Source: an optimization exercise on an open RTL-to-GDS flow (aim: small area and a short achievable clock period). Production flows keep margins and buffers that such runs may drop. No functional check of the RTL was part of any run shown here. Power is estimated from default activity; no workload was simulated.

<file path="flow/design.v">
`timescale 1ns / 1ps
module gen_clk (
  input        iClk,
  input        iRst,
  output       oTick100Hz,
  output       oTick1us,
  output       oTick16x,
  output [1:0] oPhase,      
  output [1:0] oFndSel,     
  output       oBlink       
);
  reg [9:0] rCnt;       
  reg       rStarted;   
  reg [3:0] rCnt10;     
  wire wTick10 = rCnt10[3] & rCnt10[1];
  always @(posedge iClk or posedge iRst) begin
    if (iRst) begin
      rCnt     <= 10'd0;
      rStarted <= 1'b0;
      rCnt10   <= 4'd0;
    end else begin
      rCnt     <= rCnt + 1'b1;
      rStarted <= 1'b1;
      rCnt10   <= wTick10 ? 4'd1 : rCnt10 + 1'b1;
    end
  end
  assign oTick100Hz = wTick10;
  assign oTick1us   = rStarted & ~rCnt[0];
  assign oTick16x   = rStarted & (rCnt[1:0] == 2'd0);
  assign oPhase     = rCnt[1:0];
  assign oFndSel    = rStarted ? (rCnt[6:5] - {1'b0, (rCnt[4:0] == 5'd0)}) : 2'd0;
  assign oBlink     = rCnt[9];
endmodule
`timescale 1ns / 1ps
module baud_rate_gen (
  input  wire iClk,
  input  wire iRst,
  output wire oTick16x
);
  assign oTick16x = 1'b0;
endmodule
`timescale 1ns / 1ps
module uart_rx (
  input  wire       iClk,
  input  wire       iRst,
  input  wire       iTick16x,
  input  wire [1:0] iPhase,    
  input  wire       iRx,
  output wire [7:0] oData,
  output wire       oValid
);
  localparam [1:0] IDLE  = 2'b00;
  localparam [1:0] START = 2'b01;
  localparam [1:0] DATA  = 2'b10;
  localparam [1:0] STOP  = 2'b11;
  reg [1:0] rState;
  reg [7:0] rData;
  reg [6:0] rCnt;      
  reg       rPend;     
  reg       rRxSync1, rRxSync2;
  wire wRx = rRxSync2;
  always @(posedge iClk or posedge iRst) begin
    if (iRst) begin
      rRxSync1 <= 1'b1;
      rRxSync2 <= 1'b1;
    end else begin
      rRxSync1 <= iRx;
      rRxSync2 <= rRxSync1;
    end
  end
  always @(posedge iClk or posedge iRst) begin
    if (iRst) begin
      rState <= IDLE;
      rPend  <= 1'b0;
    end else begin
      if (iPhase == 2'd3) rPend <= 1'b0;
      case (rState)
        IDLE:  if (!wRx) rState <= START;
        START: if (iTick16x && (rCnt[2:0] == 3'd7)) rState <= wRx ? IDLE : DATA;
        DATA:  if (iTick16x && (rCnt == 7'd127)) rState <= STOP;
        STOP: begin
          if (iTick16x && (rCnt[3:0] == 4'd15)) begin
            rState <= IDLE;
            if (wRx) rPend <= 1'b1;
          end
        end
      endcase
    end
  end
  always @(posedge iClk) begin
    case (rState)
      IDLE: rCnt <= 7'd0;
      START: begin
        if (iTick16x) begin
          if (rCnt[2:0] == 3'd7) rCnt <= 7'd0;
          else                   rCnt <= rCnt + 1'b1;
        end
      end
      default: begin
        if (iTick16x) begin
          rCnt <= rCnt + 1'b1;
          if ((rState == DATA) && (rCnt[3:0] == 4'd15)) rData <= {wRx, rData[7:1]};
        end
      end
    endcase
  end
  assign oData  = rData;
  assign oValid = rPend & (iPhase == 2'd3);
endmodule
`timescale 1ns / 1ps
module uart_tx (
  input  wire       iClk,
  input  wire       iRst,
  input  wire       iTick16x,
  input  wire [7:0] iData,
  input  wire       iValid,
  output wire       oTx,
  output wire       oBusy
);
  localparam [1:0] IDLE  = 2'b00;
  localparam [1:0] START = 2'b01;
  localparam [1:0] DATA  = 2'b10;
  localparam [1:0] STOP  = 2'b11;
  reg [1:0] rState;
  reg [7:0] rShift;
  reg [6:0] rCnt;    
  reg       rTx;
  wire wBitEnd = iTick16x & (rCnt[3:0] == 4'd15);
  always @(posedge iClk or posedge iRst) begin
    if (iRst) begin
      rState <= IDLE;
      rTx    <= 1'b1;
    end else begin
      case (rState)
        IDLE: begin
          rTx <= 1'b1;
          if (iValid) rState <= START;
        end
        START: begin
          rTx <= 1'b0;
          if (wBitEnd) rState <= DATA;
        end
        DATA: begin
          rTx <= rShift[0];
          if (wBitEnd && (rCnt[6:4] == 3'd7)) rState <= STOP;
        end
        STOP: begin
          rTx <= 1'b1;
          if (wBitEnd) rState <= IDLE;
        end
      endcase
    end
  end
  always @(posedge iClk) begin
    if (iTick16x) rCnt <= rCnt + 1'b1;
    case (rState)
      IDLE: begin
        rCnt <= 7'd0;
        if (iValid) rShift <= iData;
      end
      START: if (wBitEnd) rCnt <= 7'd0;
      DATA:  if (wBitEnd) rShift <= {1'b0, rShift[7:1]};
      default: ;
    endcase
  end
  assign oTx   = rTx;
  assign oBusy = (rState != IDLE);
endmodule
`timescale 1ns / 1ps
module Fifo (
  input  wire       iClk,
  input  wire       iRst,
  input  wire       iPush,
  input  wire [7:0] iPushData,
  output wire       oFull,
  input  wire       iPop,
  output wire [7:0] oPopData,
  output wire       oEmpty
);
  reg [7:0] rMem [0:15];
  reg [4:0] rWrPtr;
  reg [4:0] rRdPtr;
  assign oEmpty   = (rWrPtr == rRdPtr);
  assign oFull    = (rWrPtr == {~rRdPtr[4], rRdPtr[3:0]});
  assign oPopData = rMem[rRdPtr[3:0]];
  wire wPush = iPush & ~oFull;
  wire wPop  = iPop & ~oEmpty;
  always @(posedge iClk) begin
    if (wPush) rMem[rWrPtr[3:0]] <= iPushData;
  end
  always @(posedge iClk or posedge iRst) begin
    if (iRst) begin
      rWrPtr <= 5'd0;
      rRdPtr <= 5'd0;
    end else begin
      if (wPush) rWrPtr <= rWrPtr + 1'b1;
      if (wPop)  rRdPtr <= rRdPtr + 1'b1;
    end
  end
endmodule
`timescale 1ns / 1ps
module button_sync #(
  parameter P_BUTTON_WIDTH = 5
) (
  input wire                       iClk,
  input wire                       iRst,
  input wire  [P_BUTTON_WIDTH-1:0] iButtonRaw,
  output wire [P_BUTTON_WIDTH-1:0] oButtonEdge
);
  reg [P_BUTTON_WIDTH-1:0] rSync1;
  reg [P_BUTTON_WIDTH-1:0] rSync2;
  reg [P_BUTTON_WIDTH-1:0] rPrev;
  always @(posedge iClk or posedge iRst) begin
    if (iRst) begin
      rSync1 <= {P_BUTTON_WIDTH{1'b0}};
      rSync2 <= {P_BUTTON_WIDTH{1'b0}};
      rPrev  <= {P_BUTTON_WIDTH{1'b0}};
    end else begin
      rSync1 <= iButtonRaw;
      rSync2 <= rSync1;
      rPrev  <= rSync2;
    end
  end
  assign oButtonEdge = rSync2 & ~rPrev;
endmodule
`timescale 1ns / 1ps
module uart_ascii_decoder (
  input  wire [7:0] iRxData,
  input  wire       iRxValid,
  output wire       oBtnC,
  output wire       oBtnU,
  output wire       oBtnD,
  output wire       oBtnL,
  output wire       oBtnR,
  output wire       oTglSw0,
  output wire       oTglSw1,
  output wire       oTglSw2,
  output wire       oTglSw3,
  output wire       oClrSwTgl,
  output wire       oReqWatchRpt,
  output wire       oReqSr04Rpt,
  output wire       oReqTempRpt,
  output wire       oReqHumRpt
);
  wire       wLetter = iRxValid & (iRxData[7:6] == 2'b01);
  wire [4:0] wL      = iRxData[4:0];
  wire       wDigit  = iRxValid & (iRxData[7:3] == 5'b00110);  
  wire [2:0] wD      = iRxData[2:0];
  assign oBtnC        = wLetter & (wL == 5'h03);   
  assign oBtnU        = wLetter & (wL == 5'h15);   
  assign oBtnD        = wLetter & (wL == 5'h04);   
  assign oBtnL        = wLetter & (wL == 5'h0C);   
  assign oBtnR        = wLetter & (wL == 5'h12);   
  assign oClrSwTgl    = wLetter & (wL == 5'h18);   
  assign oReqWatchRpt = wLetter & (wL == 5'h17);   
  assign oReqSr04Rpt  = wLetter & (wL == 5'h13);   
  assign oReqTempRpt  = wLetter & (wL == 5'h14);   
  assign oReqHumRpt   = wLetter & (wL == 5'h08);   
  assign oTglSw0 = wDigit & (wD[2:1] == 2'd0);     
  assign oTglSw1 = wDigit & (wD[2:1] == 2'd1);     
  assign oTglSw2 = wDigit & (wD[2:1] == 2'd2);     
  assign oTglSw3 = wDigit & (wD == 3'd6);          
endmodule
`timescale 1ns / 1ps
module control_unit (
  input  wire       iClk,
  input  wire       iRst,
  input  wire [3:0] iSw,           
  input  wire [4:0] iPhysBtn,      
  input  wire [4:0] iDecBtn,       
  input  wire [3:0] iDecTglSw,
  input  wire       iDecClrSwTgl,
  output wire [3:0] oSwTgl,        
  output wire [3:0] oSwEff,        
  output wire [4:0] oBtn           
);
  reg [3:0] rSwTgl;
  always @(posedge iClk or posedge iRst) begin
    if (iRst)              rSwTgl <= 4'b0000;
    else if (iDecClrSwTgl) rSwTgl <= 4'b0000;
    else                   rSwTgl <= rSwTgl ^ iDecTglSw;
  end
  assign oSwTgl = rSwTgl;
  assign oSwEff = iSw ^ rSwTgl;
  assign oBtn   = iPhysBtn | iDecBtn;
endmodule
`timescale 1ns / 1ps
module clock_core (
  input            iClk,
  input            iRst,
  input            iTick,
  input            iBtnRunStop,
  input            iBtnInc,
  input            iBtnDec,
  input            iBtnLeft,
  input            iBtnRight,
  output reg       oHourT,      
  output reg [3:0] oHourO,      
  output reg [2:0] oMinT,
  output reg [3:0] oMinO,
  output reg [2:0] oSecT,
  output reg [3:0] oSecO,
  output reg [3:0] oCentiT,
  output reg [3:0] oCentiO,
  output reg [1:0] oEditState   
);
  localparam RUN       = 2'd0;
  localparam EDIT_SEC  = 2'd1;
  localparam EDIT_MIN  = 2'd2;
  localparam EDIT_HOUR = 2'd3;
  wire wCentiMax = (oCentiT == 4'd9) & (oCentiO == 4'd9);
  wire wSecMax   = (oSecT == 3'd5) & (oSecO == 4'd9);
  wire wMinMax   = (oMinT == 3'd5) & (oMinO == 4'd9);
  wire wSecZero  = (oSecT == 3'd0) & (oSecO == 4'd0);
  wire wMinZero  = (oMinT == 3'd0) & (oMinO == 4'd0);
  wire wHour12   = oHourT & (oHourO == 4'd2);
  wire wHour1    = ~oHourT & (oHourO == 4'd1);
  always @(posedge iClk or posedge iRst) begin
    if (iRst) begin
      oCentiT    <= 4'd0;
      oCentiO    <= 4'd0;
      oSecT      <= 3'd0;
      oSecO      <= 4'd0;
      oMinT      <= 3'd0;
      oMinO      <= 4'd0;
      oHourT     <= 1'b1;    
      oHourO     <= 4'd2;
      oEditState <= RUN;
    end else begin
      if (iBtnRunStop) oEditState <= (oEditState == RUN) ? EDIT_SEC : RUN;
      if (oEditState == RUN) begin
        if (iTick) begin
          if (oCentiO == 4'd9) begin
            oCentiO <= 4'd0;
            oCentiT <= (oCentiT == 4'd9) ? 4'd0 : oCentiT + 1'b1;
          end else begin
            oCentiO <= oCentiO + 1'b1;
          end
          if (wCentiMax) begin
            if (oSecO == 4'd9) begin
              oSecO <= 4'd0;
              oSecT <= (oSecT == 3'd5) ? 3'd0 : oSecT + 1'b1;
            end else begin
              oSecO <= oSecO + 1'b1;
            end
            if (wSecMax) begin
              if (oMinO == 4'd9) begin
                oMinO <= 4'd0;
                oMinT <= (oMinT == 3'd5) ? 3'd0 : oMinT + 1'b1;
              end else begin
                oMinO <= oMinO + 1'b1;
              end
              if (wMinMax) begin
                if (wHour12)                begin oHourT <= 1'b0; oHourO <= 4'd1; end
                else if (oHourO == 4'd9)    begin oHourT <= 1'b1; oHourO <= 4'd0; end
                else                        oHourO <= oHourO + 1'b1;
              end
            end
          end
        end
      end else begin
        if (iBtnLeft) begin
          case (oEditState)
            EDIT_SEC:  oEditState <= EDIT_MIN;
            EDIT_MIN:  oEditState <= EDIT_HOUR;
            default:   oEditState <= EDIT_SEC;
          endcase
        end else if (iBtnRight) begin
          case (oEditState)
            EDIT_SEC:  oEditState <= EDIT_HOUR;
            EDIT_MIN:  oEditState <= EDIT_SEC;
            default:   oEditState <= EDIT_MIN;
          endcase
        end
        if (iBtnInc) begin
          case (oEditState)
            EDIT_SEC: begin
              oCentiT <= 4'd0;
              oCentiO <= 4'd0;
              if (oSecO == 4'd9) begin
                oSecO <= 4'd0;
                oSecT <= (oSecT == 3'd5) ? 3'd0 : oSecT + 1'b1;
              end else begin
                oSecO <= oSecO + 1'b1;
              end
            end
            EDIT_MIN: begin
              if (oMinO == 4'd9) begin
                oMinO <= 4'd0;
                oMinT <= (oMinT == 3'd5) ? 3'd0 : oMinT + 1'b1;
              end else begin
                oMinO <= oMinO + 1'b1;
              end
            end
            default: begin
              if (wHour12)             begin oHourT <= 1'b0; oHourO <= 4'd1; end
              else if (oHourO == 4'd9) begin oHourT <= 1'b1; oHourO <= 4'd0; end
              else                     oHourO <= oHourO + 1'b1;
            end
          endcase
        end else if (iBtnDec) begin
          case (oEditState)
            EDIT_SEC: begin
              oCentiT <= 4'd0;
              oCentiO <= 4'd0;
              if (wSecZero) begin
                oSecT <= 3'd5;
                oSecO <= 4'd9;
              end else if (oSecO == 4'd0) begin
                oSecT <= oSecT - 1'b1;
                oSecO <= 4'd9;
              end else begin
                oSecO <= oSecO - 1'b1;
              end
            end
            EDIT_MIN: begin
              if (wMinZero) begin
                oMinT <= 3'd5;
                oMinO <= 4'd9;
              end else if (oMinO == 4'd0) begin
                oMinT <= oMinT - 1'b1;
                oMinO <= 4'd9;
              end else begin
                oMinO <= oMinO - 1'b1;
              end
            end
            default: begin
              if (wHour1)              begin oHourT <= 1'b1; oHourO <= 4'd2; end
              else if (oHourO == 4'd0) begin oHourT <= 1'b0; oHourO <= 4'd9; end
              else                     oHourO <= oHourO - 1'b1;
            end
          endcase
        end
      end
    end
  end
endmodule
`timescale 1ns / 1ps
module stopwatch (
  input            iClk,
  input            iRst,
  input            iTick,
  input            iRunStop,
  input            iClear,
  input            iRecordNext,
  input            iRecordPrev,
  output reg [6:0] oHour,
  output reg [6:0] oMin,
  output reg [6:0] oSec,
  output reg [6:0] oCentisec
);
  localparam [1:0] IDLE  = 2'b00;
  localparam [1:0] RUN   = 2'b01;
  localparam [1:0] STOP  = 2'b10;
  localparam [1:0] CLEAR = 2'b11;
  reg [1:0] rState;
  reg [6:0] rHour;
  reg [5:0] rMin;
  reg [5:0] rSec;
  reg [6:0] rCentisec;
  reg [4:0] rCount;      
  reg [4:0] rRdAddr;     
  reg       rViewing;
  wire wInClear  = (rState == CLEAR);
  wire wClearEnd = (rRdAddr == 5'd30);
  wire wLapWrite = (rState == RUN) & iRunStop & ~iClear & (rCount != 5'd30);
  always @(posedge iClk or posedge iRst) begin
    if (iRst) rState <= IDLE;
    else if (wInClear) begin
      if (wClearEnd) rState <= IDLE;
    end
    else if (iClear)   rState <= CLEAR;
    else if (iRunStop) rState <= (rState == RUN) ? STOP : RUN;
  end
  always @(posedge iClk or posedge iRst) begin
    if (iRst) begin
      rHour     <= 7'd0;
      rMin      <= 6'd0;
      rSec      <= 6'd0;
      rCentisec <= 7'd0;
    end else if (iTick) begin
      if (rState == RUN) begin
        if (rCentisec == 7'd99) begin
          rCentisec <= 7'd0;
          if (rSec == 6'd59) begin
            rSec <= 6'd0;
            if (rMin == 6'd59) begin
              rMin  <= 6'd0;
              rHour <= (rHour == 7'd99) ? 7'd0 : rHour + 1'b1;
            end else begin
              rMin <= rMin + 1'b1;
            end
          end else begin
            rSec <= rSec + 1'b1;
          end
        end else begin
          rCentisec <= rCentisec + 1'b1;
        end
      end else if (rState != STOP) begin
        rHour     <= 7'd0;
        rMin      <= 6'd0;
        rSec      <= 6'd0;
        rCentisec <= 7'd0;
      end
    end
  end
  always @(posedge iClk or posedge iRst) begin
    if (iRst)                     rCount <= 5'd0;
    else if (wInClear || iClear)  rCount <= 5'd0;
    else if (wLapWrite)           rCount <= rCount + 1'b1;
  end
  always @(posedge iClk or posedge iRst) begin
    if (iRst)                               rViewing <= 1'b0;
    else if (wInClear || iClear)            rViewing <= 1'b0;
    else if ((rState == RUN) || iRunStop)   rViewing <= 1'b0;
    else if (rState == STOP) begin
      if (iRecordNext) begin
        if (!rViewing && (rCount != 5'd0)) rViewing <= 1'b1;
      end else if (iRecordPrev && rViewing && (rRdAddr == 5'd0)) begin
        rViewing <= 1'b0;
      end
    end
  end
  always @(posedge iClk) begin
    if (wInClear)        rRdAddr <= rRdAddr + 1'b1;
    else if (iClear)     rRdAddr <= 5'd0;
    else if ((rState == STOP) && !iRunStop) begin
      if (iRecordNext) begin
        if (!rViewing)                             rRdAddr <= 5'd0;
        else if (rRdAddr + 1'b1 != rCount)         rRdAddr <= rRdAddr + 1'b1;
      end else if (iRecordPrev && rViewing && (rRdAddr != 5'd0)) begin
        rRdAddr <= rRdAddr - 1'b1;
      end
    end
  end
  wire [25:0] wMemRData;
  stopwatch_mem u_mem (
    .iClk  (iClk),
    .iWE   (wLapWrite),
    .iWAddr(rCount),
    .iWData({rHour, rMin, rSec, rCentisec}),
    .iRAddr(rRdAddr),
    .oRData(wMemRData)
  );
  always @(*) begin
    if (wInClear) begin
      oHour     = 7'd99;
      oMin      = 7'd99;
      oSec      = 7'd99;
      oCentisec = 7'd99;
    end else if (rViewing) begin
      oHour     = wMemRData[25:19];
      oMin      = {1'b0, wMemRData[18:13]};
      oSec      = {1'b0, wMemRData[12:7]};
      oCentisec = wMemRData[6:0];
    end else begin
      oHour     = rHour;
      oMin      = {1'b0, rMin};
      oSec      = {1'b0, rSec};
      oCentisec = rCentisec;
    end
  end
endmodule
`timescale 1ns / 1ps
module stopwatch_mem (
  input  wire        iClk,
  input  wire        iWE,
  input  wire [4:0]  iWAddr,
  input  wire [25:0] iWData,
  input  wire [4:0]  iRAddr,
  output reg  [25:0] oRData
);
  reg [25:0] rMem [0:29];
  always @(posedge iClk) begin
    if (iWE) rMem[iWAddr] <= iWData;
  end
  integer i;
  always @(*) begin
    oRData = 26'd0;
    for (i = 0; i < 30; i = i + 1)
      oRData = oRData | (rMem[i] & {26{iRAddr == i}});
  end
endmodule
`timescale 1ns / 1ps
module watch_top (
  input        iClk,
  input        iRst,
  input        iTick100Hz,
  input        iSw0,        
  input        iBtnCEdge,
  input        iBtnREdge,
  input        iBtnLEdge,
  input        iBtnUEdge,
  input        iBtnDEdge,
  output       oClkHourT,
  output [3:0] oClkHourO,
  output [2:0] oClkMinT,
  output [3:0] oClkMinO,
  output [2:0] oClkSecT,
  output [3:0] oClkSecO,
  output [3:0] oClkCentiT,
  output [3:0] oClkCentiO,
  output [1:0] oEditState,
  output [6:0] oSwHour,
  output [6:0] oSwMin,
  output [6:0] oSwSec,
  output [6:0] oSwCenti
);
  clock_core u_clock_core (
    .iClk       (iClk),
    .iRst       (iRst),
    .iTick      (iTick100Hz),
    .iBtnRunStop(iSw0 & iBtnCEdge),
    .iBtnInc    (iSw0 & iBtnUEdge),
    .iBtnDec    (iSw0 & iBtnDEdge),
    .iBtnLeft   (iSw0 & iBtnLEdge),
    .iBtnRight  (iSw0 & iBtnREdge),
    .oHourT     (oClkHourT),
    .oHourO     (oClkHourO),
    .oMinT      (oClkMinT),
    .oMinO      (oClkMinO),
    .oSecT      (oClkSecT),
    .oSecO      (oClkSecO),
    .oCentiT    (oClkCentiT),
    .oCentiO    (oClkCentiO),
    .oEditState (oEditState)
  );
  stopwatch u_stopwatch (
    .iClk       (iClk),
    .iRst       (iRst),
    .iTick      (iTick100Hz),
    .iRunStop   (~iSw0 & iBtnCEdge),
    .iClear     (~iSw0 & iBtnUEdge),
    .iRecordNext(~iSw0 & iBtnREdge),
    .iRecordPrev(~iSw0 & iBtnLEdge),
    .oHour      (oSwHour),
    .oMin       (oSwMin),
    .oSec       (oSwSec),
    .oCentisec  (oSwCenti)
  );
endmodule
`timescale 1ns / 1ps
module sr04_controller (
  input  wire        iClk,
  input  wire        iRst,
  input  wire        iTickUs,
  input  wire        iEcho,
  input  wire        iStart,
  output reg         oTrig,
  output wire [10:0] oDistBcd,    
  output reg         oDistanceValid
);
  localparam [2:0] IDLE      = 3'd0;
  localparam [2:0] START     = 3'd1;
  localparam [2:0] WAIT_ECHO = 3'd2;
  localparam [2:0] MEASURE   = 3'd3;
  localparam [2:0] DONE      = 3'd4;
  reg [2:0] rState;
  reg [5:0] rCnt58;    
  reg [2:0] rDistH;
  reg [3:0] rDistT;
  reg [3:0] rDistO;
  reg       rEchoSync1, rEchoSync2;
  always @(posedge iClk or posedge iRst) begin
    if (iRst) begin
      rEchoSync1 <= 1'b0;
      rEchoSync2 <= 1'b0;
    end else begin
      rEchoSync1 <= iEcho;
      rEchoSync2 <= rEchoSync1;
    end
  end
  wire wTimeout = (rDistH == 3'd5) & (rDistT == 4'd1) & (rDistO == 4'd7) & (rCnt58 == 6'd14);
  wire wTrigEnd = (rCnt58 == 6'd11);
  wire wNonZero = (rCnt58 != 6'd0) | (rDistH != 3'd0) | (rDistT != 4'd0) | (rDistO != 4'd0);
  reg wCount;    
  reg wClear;    
  always @(*) begin
    wCount = 1'b0;
    wClear = 1'b0;
    case (rState)
      START:     begin wClear = wTrigEnd; wCount = iTickUs; end
      WAIT_ECHO: begin wClear = rEchoSync2; wCount = iTickUs & ~wTimeout; end
      MEASURE:   wCount = iTickUs & rEchoSync2 & ~wTimeout;
      default:   ;
    endcase
  end
  always @(posedge iClk or posedge iRst) begin
    if (iRst) begin
      rState         <= IDLE;
      oTrig          <= 1'b0;
      oDistanceValid <= 1'b0;
    end else begin
      oTrig <= 1'b0;
      case (rState)
        IDLE: begin
          if (iStart) begin
            rState         <= START;
            oDistanceValid <= 1'b0;
          end
        end
        START: begin
          if (wTrigEnd) rState <= WAIT_ECHO;
          else          oTrig  <= 1'b1;
        end
        WAIT_ECHO: begin
          if (rEchoSync2)    rState <= MEASURE;
          else if (wTimeout) rState <= IDLE;
        end
        MEASURE: begin
          if (!rEchoSync2)   rState <= DONE;
          else if (wTimeout) rState <= IDLE;
        end
        DONE: begin
          rState <= IDLE;
          if (wNonZero) oDistanceValid <= 1'b1;
        end
        default: rState <= IDLE;
      endcase
    end
  end
  always @(posedge iClk) begin
    if ((rState == IDLE) || wClear) begin
      rCnt58 <= 6'd0;
      if (wClear) begin
        rDistH <= 3'd0;
        rDistT <= 4'd0;
        rDistO <= 4'd0;
      end
    end else if (wCount) begin
      if ((rState != START) && (rCnt58 == 6'd57)) begin
        rCnt58 <= 6'd0;
        if (rDistO == 4'd9) begin
          rDistO <= 4'd0;
          if (rDistT == 4'd9) begin
            rDistT <= 4'd0;
            rDistH <= rDistH + 1'b1;
          end else begin
            rDistT <= rDistT + 1'b1;
          end
        end else begin
          rDistO <= rDistO + 1'b1;
        end
      end else begin
        rCnt58 <= rCnt58 + 1'b1;
      end
    end
  end
  assign oDistBcd = {rDistH, rDistT, rDistO};
endmodule
`timescale 1ns / 1ps
module dht11_controller #(
  parameter integer START_LOW_US          = 1000,
  parameter integer START_RELEASE_US      = 30,
  parameter integer RESP_TIMEOUT_US       = 200,
  parameter integer BIT_TIMEOUT_US        = 120,
  parameter integer BIT_LOW_US            = 50,
  parameter integer BIT_HIGH_THRESHOLD_US = 40
)(
  input  wire      iClk,
  input  wire      iRst,
  input  wire      iTickUs,
  input  wire      iStart,
  input  wire      iData,
  output wire      oDataLow,
  output reg [7:0] oHumInt,
  output reg [7:0] oTempInt,
  output reg       oDataValid
);
  localparam [2:0] IDLE       = 3'd0;
  localparam [2:0] START_LOW  = 3'd1;
  localparam [2:0] START_HIGH = 3'd2;
  localparam [2:0] WAIT_LOW   = 3'd3;
  localparam [2:0] WAIT_HIGH  = 3'd4;
  localparam [2:0] LOW_BIT    = 3'd5;
  localparam [2:0] HIGH_BIT   = 3'd6;
  localparam [2:0] DONE       = 3'd7;
  reg [2:0] rState;
  reg [2:0] rNxt;
  reg [9:0] rStepUsCnt;
  reg [5:0] rHighUsCnt;     
  reg [5:0] rBitIdx;
  reg [7:0] rShift;         
  reg [7:0] rRxHum;
  reg [7:0] rRxTemp;
  reg [7:0] rSum;           
  reg       rHighSeen;
  reg       rRespHighSeen;
  reg       rDataSync1, rDataSync2;
  wire wD        = rDataSync2;
  wire wBitValue = (rHighUsCnt == BIT_HIGH_THRESHOLD_US);
  wire wRespTo   = (rStepUsCnt >= RESP_TIMEOUT_US);
  assign oDataLow = (rState == START_LOW);
  always @(posedge iClk or posedge iRst) begin
    if (iRst) begin
      rDataSync1 <= 1'b1;
      rDataSync2 <= 1'b1;
    end else begin
      rDataSync1 <= iData;
      rDataSync2 <= rDataSync1;
    end
  end
  always @(*) begin
    rNxt = rState;
    case (rState)
      IDLE:       if (iStart) rNxt = START_LOW;
      START_LOW:  if (rStepUsCnt >= START_LOW_US) rNxt = START_HIGH;
      START_HIGH: if (rStepUsCnt >= START_RELEASE_US) rNxt = WAIT_LOW;
      WAIT_LOW: begin
        if (!wD)          rNxt = WAIT_HIGH;
        else if (wRespTo) rNxt = IDLE;
      end
      WAIT_HIGH: begin
        if (!rRespHighSeen) begin
          if (!wD && wRespTo) rNxt = IDLE;
        end else begin
          if (!wD)          rNxt = LOW_BIT;
          else if (wRespTo) rNxt = IDLE;
        end
      end
      LOW_BIT:    if (rStepUsCnt >= BIT_LOW_US) rNxt = HIGH_BIT;
      HIGH_BIT: begin
        if (rHighSeen && !wD)                 rNxt = (rBitIdx == 6'd39) ? DONE : LOW_BIT;
        else if (rStepUsCnt >= BIT_TIMEOUT_US) rNxt = IDLE;
      end
      default:    rNxt = IDLE;
    endcase
  end
  wire wStay    = (rNxt == rState);
  wire wCapture = (rState == HIGH_BIT) & rHighSeen & ~wD;    
  wire [7:0] wByte = {rShift[6:0], wBitValue};
  always @(posedge iClk or posedge iRst) begin
    if (iRst) begin
      rState     <= IDLE;
      oDataValid <= 1'b0;
    end else begin
      rState <= rNxt;
      if ((rState == DONE) && (rSum == rShift)) oDataValid <= 1'b1;
    end
  end
  always @(posedge iClk) begin
    if (!wStay)       rStepUsCnt <= 10'd0;
    else if (iTickUs) rStepUsCnt <= rStepUsCnt + 1'b1;
    if (rState == WAIT_LOW)  rRespHighSeen <= 1'b0;
    if ((rState == WAIT_HIGH) && wStay && wD) rRespHighSeen <= 1'b1;
    if (rState == WAIT_HIGH) rBitIdx <= 6'd0;
    if (rState == LOW_BIT) begin
      rHighUsCnt <= 6'd0;
      rHighSeen  <= 1'b0;
    end
    if ((rState == HIGH_BIT) && wStay && wD) begin
      rHighSeen <= 1'b1;
      if (iTickUs && !wBitValue) rHighUsCnt <= rHighUsCnt + 1'b1;
    end
    if (wCapture) begin
      rShift  <= wByte;
      rBitIdx <= rBitIdx + 1'b1;
      if (rBitIdx[2:0] == 3'd7) begin
        case (rBitIdx[5:3])
          3'd0: begin rRxHum <= wByte; rSum <= wByte; end
          3'd2: begin rRxTemp <= wByte; rSum <= rSum + wByte; end
          3'd4: ;                               
          default: rSum <= rSum + wByte;
        endcase
      end
    end
    if ((rState == DONE) && (rSum == rShift)) begin
      oHumInt  <= rRxHum;
      oTempInt <= rRxTemp;
    end
  end
endmodule
`timescale 1ns / 1ps
module uart_ascii_sender (
  input  wire       iClk,
  input  wire       iRst,
  input  wire       iTxFifoFull,
  output wire [7:0] oTxData,
  output wire       oTxPushValid,
  input  wire [7:0] iLoopData,
  input  wire       iLoopValid,
  input  wire       iReqWatchReport,
  input  wire       iReqSr04Report,
  input  wire       iReqTempReport,
  input  wire       iReqHumReport,
  input  wire       iWatchBcd,       
  input  wire [6:0] iWatchHour,
  input  wire [6:0] iWatchMin,
  input  wire [6:0] iWatchSec,
  input  wire [10:0] iSr04Bcd,       
  input  wire       iSr04Valid,
  input  wire [7:0] iDhtHumInt,
  input  wire [7:0] iDhtTempInt,
  input  wire       iDhtDataValid
);
  localparam [1:0] ST_IDLE   = 2'd0;
  localparam [1:0] ST_LOAD   = 2'd1;
  localparam [1:0] ST_ASSERT = 2'd2;
  localparam [2:0] SRC_LOOP  = 3'd0;
  localparam [2:0] SRC_WATCH = 3'd1;
  localparam [2:0] SRC_SR04  = 3'd2;
  localparam [2:0] SRC_TEMP  = 3'd3;
  localparam [2:0] SRC_HUM   = 3'd4;
  reg [1:0]  rState;
  reg [2:0]  rSrc;
  reg [4:0]  rIdx;
  reg        rPush;
  reg        rLoopPending, rWatchPending, rSr04Pending, rTempPending, rHumPending;
  reg [7:0]  rLoopBuf;
  reg [21:0] rSnap;
  reg [4:0] wLast;
  always @(*) begin
    case (rSrc)
      SRC_WATCH: wLast = 5'd17;
      SRC_SR04:  wLast = 5'd13;
      SRC_TEMP:  wLast = 5'd11;
      SRC_HUM:   wLast = 5'd10;
      default:   wLast = 5'd0;
    endcase
  end
  wire wMore = (rIdx != wLast);
  wire wAnyPending = rLoopPending | rWatchPending | rSr04Pending | rTempPending | rHumPending;
  always @(posedge iClk or posedge iRst) begin
    if (iRst) begin
      rState        <= ST_IDLE;
      rPush         <= 1'b0;
      rLoopPending  <= 1'b0;
      rWatchPending <= 1'b0;
      rSr04Pending  <= 1'b0;
      rTempPending  <= 1'b0;
      rHumPending   <= 1'b0;
    end else begin
      rPush <= 1'b0;
      if (iLoopValid)      rLoopPending  <= 1'b1;
      if (iReqWatchReport) rWatchPending <= 1'b1;
      if (iReqSr04Report)  rSr04Pending  <= 1'b1;
      if (iReqTempReport)  rTempPending  <= 1'b1;
      if (iReqHumReport)   rHumPending   <= 1'b1;
      case (rState)
        ST_IDLE: begin
          if (wAnyPending) rState <= ST_LOAD;
          if (rLoopPending)       rLoopPending  <= 1'b0;
          else if (rWatchPending) rWatchPending <= 1'b0;
          else if (rSr04Pending)  rSr04Pending  <= 1'b0;
          else if (rTempPending)  rTempPending  <= 1'b0;
          else if (rHumPending)   rHumPending   <= 1'b0;
        end
        ST_LOAD: rState <= ST_ASSERT;
        default: begin
          if (!iTxFifoFull) begin
            rPush  <= 1'b1;
            rState <= wMore ? ST_LOAD : ST_IDLE;
          end
        end
      endcase
    end
  end
  always @(posedge iClk) begin
    if (iLoopValid) rLoopBuf <= iLoopData;
    if (rPush && wMore) rIdx <= rIdx + 1'b1;
    if (rState == ST_IDLE) begin
      if (wAnyPending) rIdx <= 5'd0;
      if (rLoopPending) begin
        rSrc       <= SRC_LOOP;
        rSnap[7:0] <= iLoopValid ? iLoopData : rLoopBuf;
      end else if (rWatchPending) begin
        rSrc  <= SRC_WATCH;
        rSnap <= {iWatchBcd, iWatchHour, iWatchMin, iWatchSec};
      end else if (rSr04Pending) begin
        rSrc        <= SRC_SR04;
        rSnap[11:0] <= {iSr04Valid, iSr04Bcd};
      end else if (rTempPending) begin
        rSrc       <= SRC_TEMP;
        rSnap[8:0] <= {iDhtDataValid, iDhtTempInt};
      end else if (rHumPending) begin
        rSrc       <= SRC_HUM;
        rSnap[8:0] <= {iDhtDataValid, iDhtHumInt};
      end
    end
  end
  reg [6:0] wWatchField;
  always @(*) begin
    case (rIdx)
      5'd8, 5'd9:   wWatchField = rSnap[20:14];
      5'd11, 5'd12: wWatchField = rSnap[13:7];
      default:      wWatchField = rSnap[6:0];
    endcase
  end
  wire [7:0] wConvIn = (rSrc == SRC_WATCH) ? {1'b0, wWatchField} : rSnap[7:0];
  wire [3:0] wConvT  = (wConvIn / 8'd10) % 8'd10;
  wire [3:0] wConvO  = wConvIn % 8'd10;
  reg wTens;
  always @(*) begin
    case (rSrc)
      SRC_WATCH: wTens = (rIdx == 5'd8) | (rIdx == 5'd11) | (rIdx == 5'd14);
      SRC_TEMP:  wTens = (rIdx == 5'd7);
      default:   wTens = (rIdx == 5'd6);
    endcase
  end
  wire       wBcd   = (rSrc == SRC_WATCH) & rSnap[21];
  wire [3:0] wDigit = wBcd  ? (wTens ? {1'b0, wWatchField[6:4]} : wWatchField[3:0])
                            : (wTens ? wConvT : wConvO);
  wire [7:0] wAsc   = {4'h3, wDigit};
  reg [7:0] rChar;
  always @(*) begin
    rChar = " ";
    case (rSrc)
      SRC_LOOP: rChar = rSnap[7:0];
      SRC_WATCH: begin
        case (rIdx)
          5'd0:  rChar = 8'h0D;
          5'd1:  rChar = 8'h0A;
          5'd2:  rChar = "W";
          5'd3:  rChar = "A";
          5'd4:  rChar = "T";
          5'd5:  rChar = "C";
          5'd6:  rChar = "H";
          5'd7:  rChar = " ";
          5'd10: rChar = ":";
          5'd13: rChar = ":";
          5'd16: rChar = 8'h0D;
          5'd17: rChar = 8'h0A;
          5'd8, 5'd9, 5'd11, 5'd12, 5'd14, 5'd15: rChar = wAsc;
          default: rChar = " ";
        endcase
      end
      SRC_SR04: begin
        case (rIdx)
          5'd0:  rChar = 8'h0D;
          5'd1:  rChar = 8'h0A;
          5'd2:  rChar = "S";
          5'd3:  rChar = "R";
          5'd4:  rChar = "0";
          5'd5:  rChar = "4";
          5'd6:  rChar = " ";
          5'd7:  rChar = rSnap[11] ? {5'b00110, rSnap[10:8]} : "-";
          5'd8:  rChar = rSnap[11] ? {4'h3, rSnap[7:4]} : "-";
          5'd9:  rChar = rSnap[11] ? {4'h3, rSnap[3:0]} : "-";
          5'd10: rChar = "c";
          5'd11: rChar = "m";
          5'd12: rChar = 8'h0D;
          5'd13: rChar = 8'h0A;
          default: rChar = " ";
        endcase
      end
      SRC_TEMP: begin
        case (rIdx)
          5'd0:  rChar = 8'h0D;
          5'd1:  rChar = 8'h0A;
          5'd2:  rChar = "T";
          5'd3:  rChar = "E";
          5'd4:  rChar = "M";
          5'd5:  rChar = "P";
          5'd6:  rChar = " ";
          5'd7, 5'd8: rChar = rSnap[8] ? wAsc : "-";
          5'd9:  rChar = "C";
          5'd10: rChar = 8'h0D;
          5'd11: rChar = 8'h0A;
          default: rChar = " ";
        endcase
      end
      default: begin
        case (rIdx)
          5'd0:  rChar = 8'h0D;
          5'd1:  rChar = 8'h0A;
          5'd2:  rChar = "H";
          5'd3:  rChar = "U";
          5'd4:  rChar = "M";
          5'd5:  rChar = " ";
          5'd6, 5'd7: rChar = rSnap[8] ? wAsc : "-";
          5'd8:  rChar = "%";
          5'd9:  rChar = 8'h0D;
          5'd10: rChar = 8'h0A;
          default: rChar = " ";
        endcase
      end
    endcase
  end
  assign oTxData      = rChar;
  assign oTxPushValid = rPush;
endmodule
`timescale 1ns / 1ps
module fnd_controller (
  input  [1:0] iSel,
  input  [3:0] iSwEff,        
  input        iBlink,
  input  [1:0] iEditState,
  input        iClkHourT,
  input  [3:0] iClkHourO,
  input  [2:0] iClkMinT,
  input  [3:0] iClkMinO,
  input  [2:0] iClkSecT,
  input  [3:0] iClkSecO,
  input  [3:0] iClkCentiT,
  input  [3:0] iClkCentiO,
  input  [6:0] iSwHour,
  input  [6:0] iSwMin,
  input  [6:0] iSwSec,
  input  [6:0] iSwCenti,
  input        iSr04Valid,
  input [10:0] iSr04Bcd,
  input        iDhtValid,
  input  [6:0] iDhtTemp,
  input  [6:0] iDhtHum,
  output [7:0] oFndFont,
  output [3:0] oFndCom
);
  function [3:0] f_digit;    
    input [6:0] v;
    input       tens;
    begin
      f_digit = tens ? (v / 7'd10) : (v % 7'd10);
    end
  endfunction
  function [6:0] f_seg;      
    input [3:0] d;
    begin
      case (d)
        4'd0: f_seg = 7'h40;
        4'd1: f_seg = 7'h79;
        4'd2: f_seg = 7'h24;
        4'd3: f_seg = 7'h30;
        4'd4: f_seg = 7'h19;
        4'd5: f_seg = 7'h12;
        4'd6: f_seg = 7'h02;
        4'd7: f_seg = 7'h78;
        4'd8: f_seg = 7'h00;
        4'd9: f_seg = 7'h10;
        default: f_seg = 7'h7F;
      endcase
    end
  endfunction
  reg [3:0] wClkHm, wClkSc, wSr04;
  always @(*) begin
    case (iSel)
      2'd0: begin wClkHm = iClkMinO;            wClkSc = iClkCentiO;          wSr04 = iSr04Bcd[3:0]; end
      2'd1: begin wClkHm = {1'b0, iClkMinT};    wClkSc = iClkCentiT;          wSr04 = iSr04Bcd[7:4]; end
      2'd2: begin wClkHm = iClkHourO;           wClkSc = iClkSecO;            wSr04 = {1'b0, iSr04Bcd[10:8]}; end
      default: begin wClkHm = {3'b0, iClkHourT}; wClkSc = {1'b0, iClkSecT};   wSr04 = 4'd0; end
    endcase
  end
  wire [3:0] wSwHm = f_digit(iSel[1] ? iSwHour : iSwMin,   iSel[0]);
  wire [3:0] wSwSc = f_digit(iSel[1] ? iSwSec  : iSwCenti, iSel[0]);
  wire [3:0] wDht  = iDhtValid ? f_digit(iSel[1] ? iDhtTemp : iDhtHum, iSel[0]) : 4'd0;
  wire [3:0] wSr   = iSr04Valid ? wSr04 : 4'd0;
  wire [6:0] wSegClkHm = f_seg(wClkHm);
  wire [6:0] wSegClkSc = f_seg(wClkSc);
  wire [6:0] wSegSwHm  = f_seg(wSwHm);
  wire [6:0] wSegSwSc  = f_seg(wSwSc);
  wire [6:0] wSegDht   = f_seg(wDht);
  wire [6:0] wSegSr    = f_seg(wSr);
  wire [6:0] wSegClk   = iSwEff[1] ? wSegClkHm : wSegClkSc;
  wire [6:0] wSegSw    = iSwEff[1] ? wSegSwHm  : wSegSwSc;
  wire [6:0] wSegWatch = iSwEff[0] ? wSegClk   : wSegSw;
  wire [6:0] wSegSens  = iSwEff[3] ? wSegDht   : wSegSr;
  assign oFndFont = {(iSel != 2'd2), (iSwEff[2] ? wSegSens : wSegWatch)};
  wire wBlinkOn = ~iSwEff[2] & iSwEff[0] & iBlink;
  wire wHi = wBlinkOn & (((iEditState == 2'd1) & ~iSwEff[1]) | ((iEditState == 2'd3) & iSwEff[1]));
  wire wLo = wBlinkOn & (iEditState == 2'd2) & iSwEff[1];
  wire [3:0] wCom = ~(4'b0001 << iSel);
  assign oFndCom = wCom | {wHi, wHi, wLo, wLo};
endmodule
`timescale 1ns / 1ps
module Top (
  input        iClk,
  input        iRst,
  input        iRx,
  output       oTx,
  input        iSw0,
  input        iSw1,
  input        iSw2,
  input        iSw3,
  input        iBtnC,
  input        iBtnU,
  input        iBtnD,
  input        iBtnL,
  input        iBtnR,
  input        iSr04Echo,
  output       oSr04Trig,
  input        iDht11Data,
  output       oDht11DataLow,
  output [3:0] oFndCom,
  output [7:0] oFndFont
);
  wire       wTick100Hz, wTick1us, wTick16x, wBlink;
  wire [1:0] wPhase, wFndSel;
  gen_clk u_gen_clk (
    .iClk      (iClk),
    .iRst      (iRst),
    .oTick100Hz(wTick100Hz),
    .oTick1us  (wTick1us),
    .oTick16x  (wTick16x),
    .oPhase    (wPhase),
    .oFndSel   (wFndSel),
    .oBlink    (wBlink)
  );
  wire [7:0] wRxData;
  wire       wRxValid;
  uart_rx u_uart_rx (
    .iClk    (iClk),
    .iRst    (iRst),
    .iTick16x(wTick16x),
    .iPhase  (wPhase),
    .iRx     (iRx),
    .oData   (wRxData),
    .oValid  (wRxValid)
  );
  wire [4:0] wDecBtn;
  wire [3:0] wDecTgl;
  wire       wDecClr, wReqW, wReqS, wReqT, wReqH;
  uart_ascii_decoder u_dec (
    .iRxData     (wRxData),
    .iRxValid    (wRxValid),
    .oBtnC       (wDecBtn[4]),
    .oBtnU       (wDecBtn[3]),
    .oBtnD       (wDecBtn[2]),
    .oBtnL       (wDecBtn[1]),
    .oBtnR       (wDecBtn[0]),
    .oTglSw0     (wDecTgl[0]),
    .oTglSw1     (wDecTgl[1]),
    .oTglSw2     (wDecTgl[2]),
    .oTglSw3     (wDecTgl[3]),
    .oClrSwTgl   (wDecClr),
    .oReqWatchRpt(wReqW),
    .oReqSr04Rpt (wReqS),
    .oReqTempRpt (wReqT),
    .oReqHumRpt  (wReqH)
  );
  wire [4:0] wPhysBtn;
  button_sync #(.P_BUTTON_WIDTH(5)) u_button_sync (
    .iClk       (iClk),
    .iRst       (iRst),
    .iButtonRaw ({iBtnC, iBtnU, iBtnD, iBtnL, iBtnR}),
    .oButtonEdge(wPhysBtn)
  );
  wire [3:0] wSwTgl, wSwEff;
  wire [4:0] wBtn;    
  control_unit u_control_unit (
    .iClk        (iClk),
    .iRst        (iRst),
    .iSw         ({iSw3, iSw2, iSw1, iSw0}),
    .iPhysBtn    (wPhysBtn),
    .iDecBtn     (wDecBtn),
    .iDecTglSw   (wDecTgl),
    .iDecClrSwTgl(wDecClr),
    .oSwTgl      (wSwTgl),
    .oSwEff      (wSwEff),
    .oBtn        (wBtn)
  );
  wire wSr04Start  = wBtn[4] &  wSwEff[2] & ~wSwEff[3];
  wire wDht11Start = wBtn[4] &  wSwEff[2] &  wSwEff[3];
  wire       wClkHourT;
  wire [3:0] wClkHourO, wClkMinO, wClkSecO, wClkCentiT, wClkCentiO;
  wire [2:0] wClkMinT, wClkSecT;
  wire [1:0] wEditState;
  wire [6:0] wSwHour, wSwMin, wSwSec, wSwCenti;
  watch_top u_watch_top (
    .iClk      (iClk),
    .iRst      (iRst),
    .iTick100Hz(wTick100Hz),
    .iSw0      (wSwEff[0]),
    .iBtnCEdge (wBtn[4]),
    .iBtnUEdge (wBtn[3]),
    .iBtnDEdge (wBtn[2]),
    .iBtnLEdge (wBtn[1]),
    .iBtnREdge (wBtn[0]),
    .oClkHourT (wClkHourT),
    .oClkHourO (wClkHourO),
    .oClkMinT  (wClkMinT),
    .oClkMinO  (wClkMinO),
    .oClkSecT  (wClkSecT),
    .oClkSecO  (wClkSecO),
    .oClkCentiT(wClkCentiT),
    .oClkCentiO(wClkCentiO),
    .oEditState(wEditState),
    .oSwHour   (wSwHour),
    .oSwMin    (wSwMin),
    .oSwSec    (wSwSec),
    .oSwCenti  (wSwCenti)
  );
  wire [10:0] wSr04Bcd;
  wire        wSr04Valid;
  sr04_controller u_sr04_controller (
    .iClk          (iClk),
    .iRst          (iRst),
    .iTickUs       (wTick1us),
    .iEcho         (iSr04Echo),
    .iStart        (wSr04Start),
    .oTrig         (oSr04Trig),
    .oDistBcd      (wSr04Bcd),
    .oDistanceValid(wSr04Valid)
  );
  wire [7:0] wDhtHumInt, wDhtTempInt;
  wire       wDhtDataValid;
  dht11_controller #(.START_LOW_US(1000)) u_dht11_controller (
    .iClk      (iClk),
    .iRst      (iRst),
    .iTickUs   (wTick1us),
    .iStart    (wDht11Start),
    .iData     (iDht11Data),
    .oDataLow  (oDht11DataLow),
    .oHumInt   (wDhtHumInt),
    .oTempInt  (wDhtTempInt),
    .oDataValid(wDhtDataValid)
  );
  wire [7:0] wTxData, wTxFifoData;
  wire       wTxPush, wTxFifoFull, wTxFifoEmpty, wTxBusy;
  wire       wTxFifoPop = ~wTxFifoEmpty & ~wTxBusy;
  uart_ascii_sender u_sender (
    .iClk           (iClk),
    .iRst           (iRst),
    .iTxFifoFull    (wTxFifoFull),
    .oTxData        (wTxData),
    .oTxPushValid   (wTxPush),
    .iLoopData      (wRxData),
    .iLoopValid     (wRxValid),
    .iReqWatchReport(wReqW),
    .iReqSr04Report (wReqS),
    .iReqTempReport (wReqT),
    .iReqHumReport  (wReqH),
    .iWatchBcd      (wSwEff[0]),
    .iWatchHour     (wSwEff[0] ? {2'b00, wClkHourT, wClkHourO} : wSwHour),
    .iWatchMin      (wSwEff[0] ? {wClkMinT, wClkMinO} : wSwMin),
    .iWatchSec      (wSwEff[0] ? {wClkSecT, wClkSecO} : wSwSec),
    .iSr04Bcd       (wSr04Bcd),
    .iSr04Valid     (wSr04Valid),
    .iDhtHumInt     (wDhtHumInt),
    .iDhtTempInt    (wDhtTempInt),
    .iDhtDataValid  (wDhtDataValid)
  );
  Fifo u_uart_tx_fifo (
    .iClk     (iClk),
    .iRst     (iRst),
    .iPush    (wTxPush),
    .iPushData(wTxData),
    .oFull    (wTxFifoFull),
    .iPop     (wTxFifoPop),
    .oPopData (wTxFifoData),
    .oEmpty   (wTxFifoEmpty)
  );
  uart_tx u_uart_tx (
    .iClk    (iClk),
    .iRst    (iRst),
    .iTick16x(wTick16x),
    .iData   (wTxFifoData),
    .iValid  (wTxFifoPop),
    .oTx     (oTx),
    .oBusy   (wTxBusy)
  );
  fnd_controller u_fnd_controller (
    .iSel      (wFndSel),
    .iSwEff    (wSwEff),
    .iBlink    (wBlink),
    .iEditState(wEditState),
    .iClkHourT (wClkHourT),
    .iClkHourO (wClkHourO),
    .iClkMinT  (wClkMinT),
    .iClkMinO  (wClkMinO),
    .iClkSecT  (wClkSecT),
    .iClkSecO  (wClkSecO),
    .iClkCentiT(wClkCentiT),
    .iClkCentiO(wClkCentiO),
    .iSwHour   (wSwHour),
    .iSwMin    (wSwMin),
    .iSwSec    (wSwSec),
    .iSwCenti  (wSwCenti),
    .iSr04Valid(wSr04Valid),
    .iSr04Bcd  (wSr04Bcd),
    .iDhtValid (wDhtDataValid),
    .iDhtTemp  (wDhtTempInt[6:0]),
    .iDhtHum   (wDhtHumInt[6:0]),
    .oFndFont  (oFndFont),
    .oFndCom   (oFndCom)
  );
endmodule
</file>
<file path="flow/run.sh">
#!/bin/bash
# synth_recipe.tcl (not shown) runs the flow's synth.tcl, then flattens the netlist and writes it again
# the make line also repeats each setting of config.mk as NAME=value (left out here)
make -C /OpenROAD-flow-scripts/flow DESIGN_CONFIG=/design/flow/config.mk WORK_HOME=/design/flow/orfs CLKGATE_MAP_FILE= SYNTH_SCRIPT=/design/flow/synth_recipe.tcl finish
</file>
<file path="flow/config.mk">
export PLATFORM = sky130hd
export DESIGN_NAME = Top
export DESIGN_NICKNAME = Top
export VERILOG_FILES = /design/flow/design.v
export SDC_FILE = /design/flow/constraint.sdc
export NUM_CORES = 4
export LEC_CHECK = 0
export ABC_AREA = 1
export CAP_MARGIN = 20
export CORE_MARGIN = 2
export CORE_UTILIZATION = 40
export SLEW_MARGIN = 20
</file>
<file path="flow/constraint.sdc">
create_clock -name core_clock -period 70.0 [get_ports {iClk}]
set_input_delay 14.0000 -clock core_clock [delete_from_list [all_inputs] [get_ports {iClk}]]
set_output_delay 14.0000 -clock core_clock [all_outputs]
set_load 0.01 [all_outputs]
</file>
==> results.txt, run 1 <==
- Status: timing/DRC/antenna clean
- Rows: between 100 and 150
- CP startpoint kind: primary input
- Post-synth ARST share: 11.3%
- Critical path startpoint: iSw2
- Grt ovf: 0
- PortBufs: 28
- Clock Sinks: between 1,000 and 1,500
- Part of the cycle the worst path needs: around 44%
- Final ANT Viol Nets: 0
- Final WS setup: ~39,000 ps
- Mux cell area share after synthesis: less than 1%
- Top-count cell post-synth: edfxtp_1
- Worst Hold Depth: 0
- DRC viols: 0
- Synthesized flop and latch total: 1,206
- Routed WL: 158,000 um
- Max VDD drop: about 0.026 mV
- Die width: 371 um
- Cts bufs inserted: 120
- Maxcap violations: 0
- Synth Area in Simple Gates: 15.8%
- Synth Area in Compound Gates: 10.5%
- Routed vias: between 30,000 and 40,000
- Synth Area in Adders: 2.84%
- Starting density of the core: roughly two fifths
- CTS root buf: clkbuf_16
- RSZ-0062 raised after global routing: false
- Top FF cell, synth: edfxtp_1
- Netlist cell types: 75
- Syn. warnings: 13
- Inserted Diodes: 0
- GR peak layer: met2
- GR Layer Usage met2: ~37%
- Final setup violation count: 0
- Capturing element type of the critical path: output port
- Drt initial violations: around 4,400
- Hold Crit Class: register to register
- Reg-to-reg endpoint: u_uart_tx_fifo.rMem[3][1]
- Highest Clock Rate: roughly 0.032 GHz
- Final Slew Violations: 0
- Worst-Margin Slew: 1080 ps
- Clk latency of the worst-skew pair: 790 ps
- Top-area cell type share of the netlist area: between 50% and 60%
- Worst clock skew: 87.4 ps
- Worst EP arrival: 16,930 ps
- I/O pin total: 29
- Hold_buf cts: 0
- Post-Syn Area: approximately 54,000 um2
- Post-synthesis sequential area ratio: 65.0%
- Fillers: 12,121
- Post-CTS Setup Bufs: 0
- Min-delay src: u_button_sync.rSync1[3]
- Post-Syn Area per Cell: 11.1 um2
- Post-route design area: 60,800 um2
- Core area: 134,000 um2
- Multi-input gate area in the final layout: 16,600 um2
- CP Class: primary input to output port
- Synth top area cells: edfxtp_1 (57%), nand2_1 (6.7%), dfrtp_1 (6.0%), nor2_1 (3.3%), inv_1 (3.0%)
- First-pass GRT wire length: 234,000 um
- Number of global-route vias before repair: between 30,000 and 40,000
- Post-synthesis xor/xnor area fraction: around 1.2%
- GR Layer Usage met1: 31.3%
- CTS clk-pin slew, worst paths: 70 ps
- H-Tree Depth: 3
- Vias per cell: roughly 5.6
- Die ar.: 138,000 um2
- Power Dens Cells: roughly 35 nW/um2
- Pleak: 0.0226 uW
- Synth Instances: 4,883
- Met3 Resource Use GR: around 3.3%
- Post_cts resized: 0
- CTS tree: built
- Fin util: 45.5%
- Post-synth EDFFs: 1,026
- Layout cells sized above 1: 8.75%
- R2r worst-path depth: 33
- Most instantiated cells after synthesis: edfxtp_1 (1,026), nand2_1 (964), nor2_1 (478)
- CP Data Required Time: 56,000 ps
- Placed Area: 56,800 um2
- Net count, final: 5,129
- Largest area contributor in the netlist: edfxtp_1
- Area grow syn2layout: 12.6%
- Hold EP: u_button_sync.rSync2[3]
- Total GRT Usage: 22.7%
- CTS Buffer Depth: 3
- TritonRoute pass-1 iters: 8
- Final Critical Period: 30,930 ps
- Largest family of logic cells by synthesized area: simple AND/OR/NAND/NOR gates
- Net Count, Synth: 5,019
- Largest net degree at the start of global routing: 74
- Setup Slack @ Placement: 39,110 ps
- Gpl congestion: 0.910
- HPWL Detailed: 97,500 um
- Slew HR: 27.5%
- Reg2Reg Setup Slack: approximately 64,000 ps
- Total negative slack: 0 ps
- Register Area: 35,100 um2
- Detailed-route wire length per cell: 23.1 um
- Antenna violations before repair: 0
- Fin. Hold Viols: 0
- CP Max Fanout: 10
- Die H: 371 um
- Reg2reg start: u_sender.rSrc[2]
worst max-delay path by stage:
| stage | endpoint | slack (ps) | depth (start not counted) |
|---|---|---|---|
| 5_1_grt | oFndCom[3] | 38920 | 7 |
| 4_1_cts | oFndCom[2] | 39090 | 7 |
| 3_5_place_dp | oFndCom[2] | 39110 | 7 |
| 3_3_place_gp | oFndCom[3] | 39130 | 7 |
| 6_report | oFndCom[2] | 39070 | 7 |
| 2_1_floorplan | oFndFont[2] | 40770 | 6 |
critical path, stage by stage:
cell and delay (ps):
clkdlybuf4s50_1 420, xnor2_1 860, inv_1 380, nor3_1 340, o211ai_1 260, nand2_1 120
clkdlybuf4s50_1 540
layout by cell type, fill, tap and decap left out, types with 17 or more instances in the layout:
master	netlist	layout
o21ai_0	272	272
nor2_1	478	449
nor3_1	64	61
xnor2_1	17	17
inv_1	431	429
nor4_1	21	21
buf_4	8	88
clkbuf_16	0	120
clkbuf_1	63	18
dfrtp_1	129	121
a22o_1	77	77
nand2_1	964	964
a22oi_1	61	61
a21oi_1	172	172
o211ai_1	27	27
a31oi_1	23	23
dfxtp_1	44	44
clkinv_1	10	35
a221oi_1	63	63
clkinv_2	0	27
edfxtp_1	1026	1026
nand4_1	102	102
clkdlybuf4s50_1	0	28
nor2_4	5	33
ha_1	121	121
nand3_1	264	264
inv_2	40	42
nand2_2	29	29
xor2_1	54	54
a211oi_1	17	17
o22ai_1	43	43
cell families after synthesis:
kind of cell,count (synthesis)
AND/OR/NAND/NOR,1988
flip-flops,1206
AO/OA/AOI/OAI,876
buffers and inverters,614
adder cells (fa/ha/maj),122
XOR/XNOR,71
multiplexers,5
other,1
routing by layer:
| metal | vias to the layer above | routed length (um) | part of all wire [%] |
|---|---|---|---|
| met5 | - | 0 | 0 |
| met2 | 1612 | 73200 | 46 |
| met4 | 0 | 5580 | 3.5 |
| met1 | 18806 | 66300 | 42 |
| li1 | 17572 | - | - |
| met3 | 273 | 13400 | 8.4 |
flip-flops by register name, indices dropped and copies added, names as in the netlist, 10 cells and up, named ones only:
register / flops
u_dht11_controller.rStepUsCnt: 10
u_gen_clk.rCnt: 10
u_sender.rSnap: 22
u_uart_tx_fifo.rMem: 128
u_watch_top.u_stopwatch.u_mem.rMem: 780
cell type report:
type	count	area share, %
Timing Repair Buffer	119	1.64
Inverter	483	3.00
Clock buffer	142	5.14
Sequential cell	1206	57.8
Multi-Input combinational cell	3063	27.4
Clock inverter	87	1.43
Tap cell	1768	3.64
metrics by stage:
stage | std cells | hold slack, ps | power, uW
floorplan | 4883 | 331 | 1300
global placement | 6636 | 334 | 1500
detailed placement | 6637 | 335 | 1510
CTS | 6866 | 309 | 2160
global route | 6868 | 333 | 2270
finish | 6868 | 306 | 2150
power breakdown:
group / internal (uW) / switching [uW]
combinational: 189 / 430
sequential: 839 / 42.3
clock: 365 / 286
==> run 2, diff against run 1 <==
--- a/flow/config.mk
+++ b/flow/config.mk
@@ -9,4 +9,7 @@
 export CAP_MARGIN = 20
 export CORE_MARGIN = 2
 export CORE_UTILIZATION = 40
+export CTS_BUF_LIST = sky130_fd_sc_hd__clkbuf_16
+export CTS_CLUSTER_DIAMETER = 100
+export CTS_CLUSTER_SIZE = 30
 export SLEW_MARGIN = 20
==> results.txt, run 2 <==
- Status: timing/DRC/antenna clean
- Top Registers: u_watch_top.u_stopwatch.u_mem.rMem x780, u_uart_tx_fifo.rMem x128, u_sender.rSnap x22
- Number of global-route vias before repair: 35,165 (-2.8%)
- Antenna violations before repair: 0 (unchanged)
- Netlist cell types: 75 (unchanged)
- Maxcap violations: 0 (unchanged)
- Final Slew Violations: 0 (unchanged)
- Post-CTS Setup Bufs: 0 (unchanged)
- DRC viols: 0 (unchanged)
- Placed Area: 56,800 um2 (unchanged)
- Die H: 371 um (unchanged)
- Placed insts: 6,637 (unchanged)
- Post-route design area: 58,300 um2 (-4.1%)
- CTS clk-pin slew, worst paths: 120 ps (+50 ps)
- Worst-Margin Slew: 1130 ps (+46.6 ps)
- Worst-path cell chain: clkdlybuf4s50_1, xnor2_1, inv_1, nor3_1, o211ai_1, nand2_1, clkdlybuf4s50_1
- Starting density of the core: 40.4% (unchanged)
- Core area: 134,000 um2 (unchanged)
- Top FF cell, synth: edfxtp_1
- I/O pin total: 29 (unchanged)
- Hold_buf cts: 0 (unchanged)
- Cell Count, Final, Fillers Out: 6,727 (-2.1%)
- Drt initial violations: 4,577 (+4.5%)
- Hold Crit Class: register to register
- Part of the cycle the worst path needs: 44.1% (-0.064 points)
- Worst clock skew: 71.7 ps (-15.6 ps)
- CP Class: primary input to output port
- Post-Syn Area: 54,000 um2 (unchanged)
- First-pass GRT wire length: 230,000 um (-1.6%)
- Layout cells sized above 1: 6.39% (-2.4 points)
- TritonRoute pass-1 iters: 6 (-2)
- Inserted Diodes: 0 (unchanged)
- Die width: 371 um (unchanged)
- Largest net degree at the start of global routing: 74 (unchanged)
- Area grow syn2layout: 8.05%
- Routed WL: 156,000 um (-1.6%)
- Total GRT Usage: 22.3% (-0.48 points)
- Routed vias: 37,435 (-2.2%)
- Capturing element type of the critical path: output port
- Net Count, Synth: 5,019 (unchanged)
- Final setup violation count: 0 (unchanged)
- Final Critical Period: 30,890 ps (-44.6 ps)
- Largest area contributor in the netlist: edfxtp_1
- Final ANT Viol Nets: 0 (unchanged)
- Top-count cell post-synth: edfxtp_1
- CTS Buffer Depth: 3 (unchanged)
- Pleak: 0.0215 uW (-4.8%)
- Clock Sinks: 1,206 (unchanged)
- Total negative slack: 0 ps (unchanged)
- Syn. warnings: 13 (unchanged)
- Vias per cell: 5.56 (-0.11%)
- CTS root buf: clkbuf_16
- Max reg flops: 780 (unchanged)
- Power Dens Cells: 32.0 nW/um2 (-9.7%)
- Die ar.: 138,000 um2 (unchanged)
- CP Data Required Time: 56,000 ps (about the same)
- Fillers: 12,371 (+2.1%)
- CTS tree: built
- CP peak stage delay: 830 ps (-30 ps)
- CP startpoint kind: primary input
- Largest Register: u_watch_top.u_stopwatch.u_mem.rMem
- Synth top area cells: edfxtp_1 (57%), nand2_1 (6.7%), dfrtp_1 (6.0%), nor2_1 (3.3%), inv_1 (3.0%)
- Worst EP arrival: 16,890 ps (-40 ps)
- Detailed-route wire length per cell: 23.2 um (+0.47%)
- Worst Hold Depth: 0 (unchanged)
- Setup Slack @ Placement: 39,110 ps (unchanged)
- Slowest CP cell: xnor2_1
- Gpl congestion: 0.910 (unchanged)
- Slew HR: 24.9% (-2.6 points)
- Synth Instances: 4,883 (unchanged)
- Post_cts resized: 0 (unchanged)
- Clk latency of the worst-skew pair: 710 ps (-80 ps)
- Fin util: 43.6% (-1.9 points)
- Commonest non-fill, non-tap cells in the layout: edfxtp_1 (1,026), nand2_1 (964), inv_1 (461)
- Post-synthesis sequential area ratio: 65.0% (unchanged)
- Most instantiated cells after synthesis: edfxtp_1 (1,026), nand2_1 (964), nor2_1 (478)
- Max VDD drop: 0.0222 mV (-13%)
- Worst path most repeated cell: clkdlybuf4s50_1
- Most common cell after layout, fill and taps aside: edfxtp_1
- Fin. Hold Viols: 0 (unchanged)
- HPWL Detailed: 97,500 um (unchanged)
- Final WS setup: 39,110 ps (+44.6 ps)
- Grt ovf: 0 (unchanged)
- Rows: 134 (unchanged)
- Post-Syn Area per Cell: 11.1 um2 (unchanged)
- H-Tree Depth: 2 (-1)
- Net count, final: 5,055 (-1.4%)
- R2r worst-path depth: 35 (+6.1%)
- Post-synth EDFFs: 1,026 (unchanged)
- PortBufs: 28 (unchanged)
- RSZ-0062 raised after global routing: false
- Top-area cell type share of the netlist area: 57.1% (unchanged)
- Post-synth ARST share: 11.3% (unchanged)
- Cts bufs inserted: 48 (-60%)
- CP Max Fanout: 10 (unchanged)
- Synthesized flop and latch total: 1,206 (unchanged)
- Highest Clock Rate: 0.0324 GHz (+0.14%)
run 2: cell counts after synthesis:
Identical to the previous run, type by type.
run 2: final timing paths:
| check | slack, ps | start | end |
|---|---|---|---|
| worst max register to register | 64510 | u_sender.rSrc[2] | u_uart_tx_fifo.rMem[6][2] |
| min in group asynchronous | 13770 | iRst | u_uart_tx.rState[1] |
| max in group asynchronous | 54720 | iRst | u_watch_top.u_stopwatch.rSec[4] |
| worst min register to register | 320 | u_uart_rx.rRxSync1 | u_uart_rx.rRxSync2 |
| worst min-delay path | 320 | u_uart_rx.rRxSync1 | u_uart_rx.rRxSync2 |
| worst max-delay path | 39110 | iSw2 | oFndCom[2] |
run 2: routing by layer:
metal | wire [um] | track usage, % | vias to the layer above
met1 | 66800 | 31.4 | 18438
met3 | 12300 | 2.70 | 191
met2 | 72500 | 36.3 | 1462
met5 | 0 | 0 | -
li1 | - | - | 17344
met4 | 4370 | 6.15 | 0
run 2: metrics by stage:
step                total power, uW  hold WS [ps]
global placement               1500           334
detailed placement             1510           335
global route                   1970           335
CTS                            1860           317
finish                         1860           321
floorplan                      1300           331
run 2: area by class of cell:
type | count | area, um2 | share of cell area, %
flip-flops and latches | 1206 | 35100 | 60.2
multi-input cells | 3063 | 16600 | 28.5
well taps | 1768 | 2210 | 3.79
inverters | 483 | 1830 | 3.13
clock buffers | 49 | 1230 | 2.10
repair buffers | 117 | 968 | 1.66
clock inverters | 41 | 325 | 0.558
run 2: cells by family after synthesis:
logic type	share of synthesized area [%]
xor+xnor	1.15
compound gates	10.5
other cells	0.00695
fa+ha+maj	2.84
simple gates	15.8
mux	0.0927
buf+inv	4.54
flops	65.0
run 2: critical path: cells and delay by family:
family / cells / cell delay, ps
buf+inv: 3 / 1330
xor+xnor: 1 / 830
simple gates: 2 / 450
compound gates: 1 / 260
run 2: where the power goes:
group / internal, uW / switching, uW / total [uW]
combinational: 188 / 429 / 617
sequential: 838 / 42.8 / 881
clock: 138 / 227 / 365

separate check: timing with driven ports:
The flow's constraints put no driver on any port. The routed layouts listed below were extracted and timed again, unchanged, in two steps.
Step 1, drivers: a clkbuf_16 drives iClk and a buf_2 each remaining input, both assumed.
Step 2 times the ports against the registers' clock, not the clock port: input delays grow and output delays shrink by t, the midpoint of the rising clock arrivals with the driver on.
a / b / c = ideal ports / drivers / drivers and shift; a / b = the first two.
run	t, ns	setup WS [ns]	latest minus earliest clock arrival (ns)
run 1	0.815	39.070 / 39.048 / 39.048	0.091 / 0.091
run 2	0.760	39.114 / 39.093 / 39.093	0.099 / 0.098
After both steps setup and hold are still met in every run listed. For run 1, which loses most, drivers alone change the setup slack by -0.022 ns; drivers and shift together by -0.022 ns.
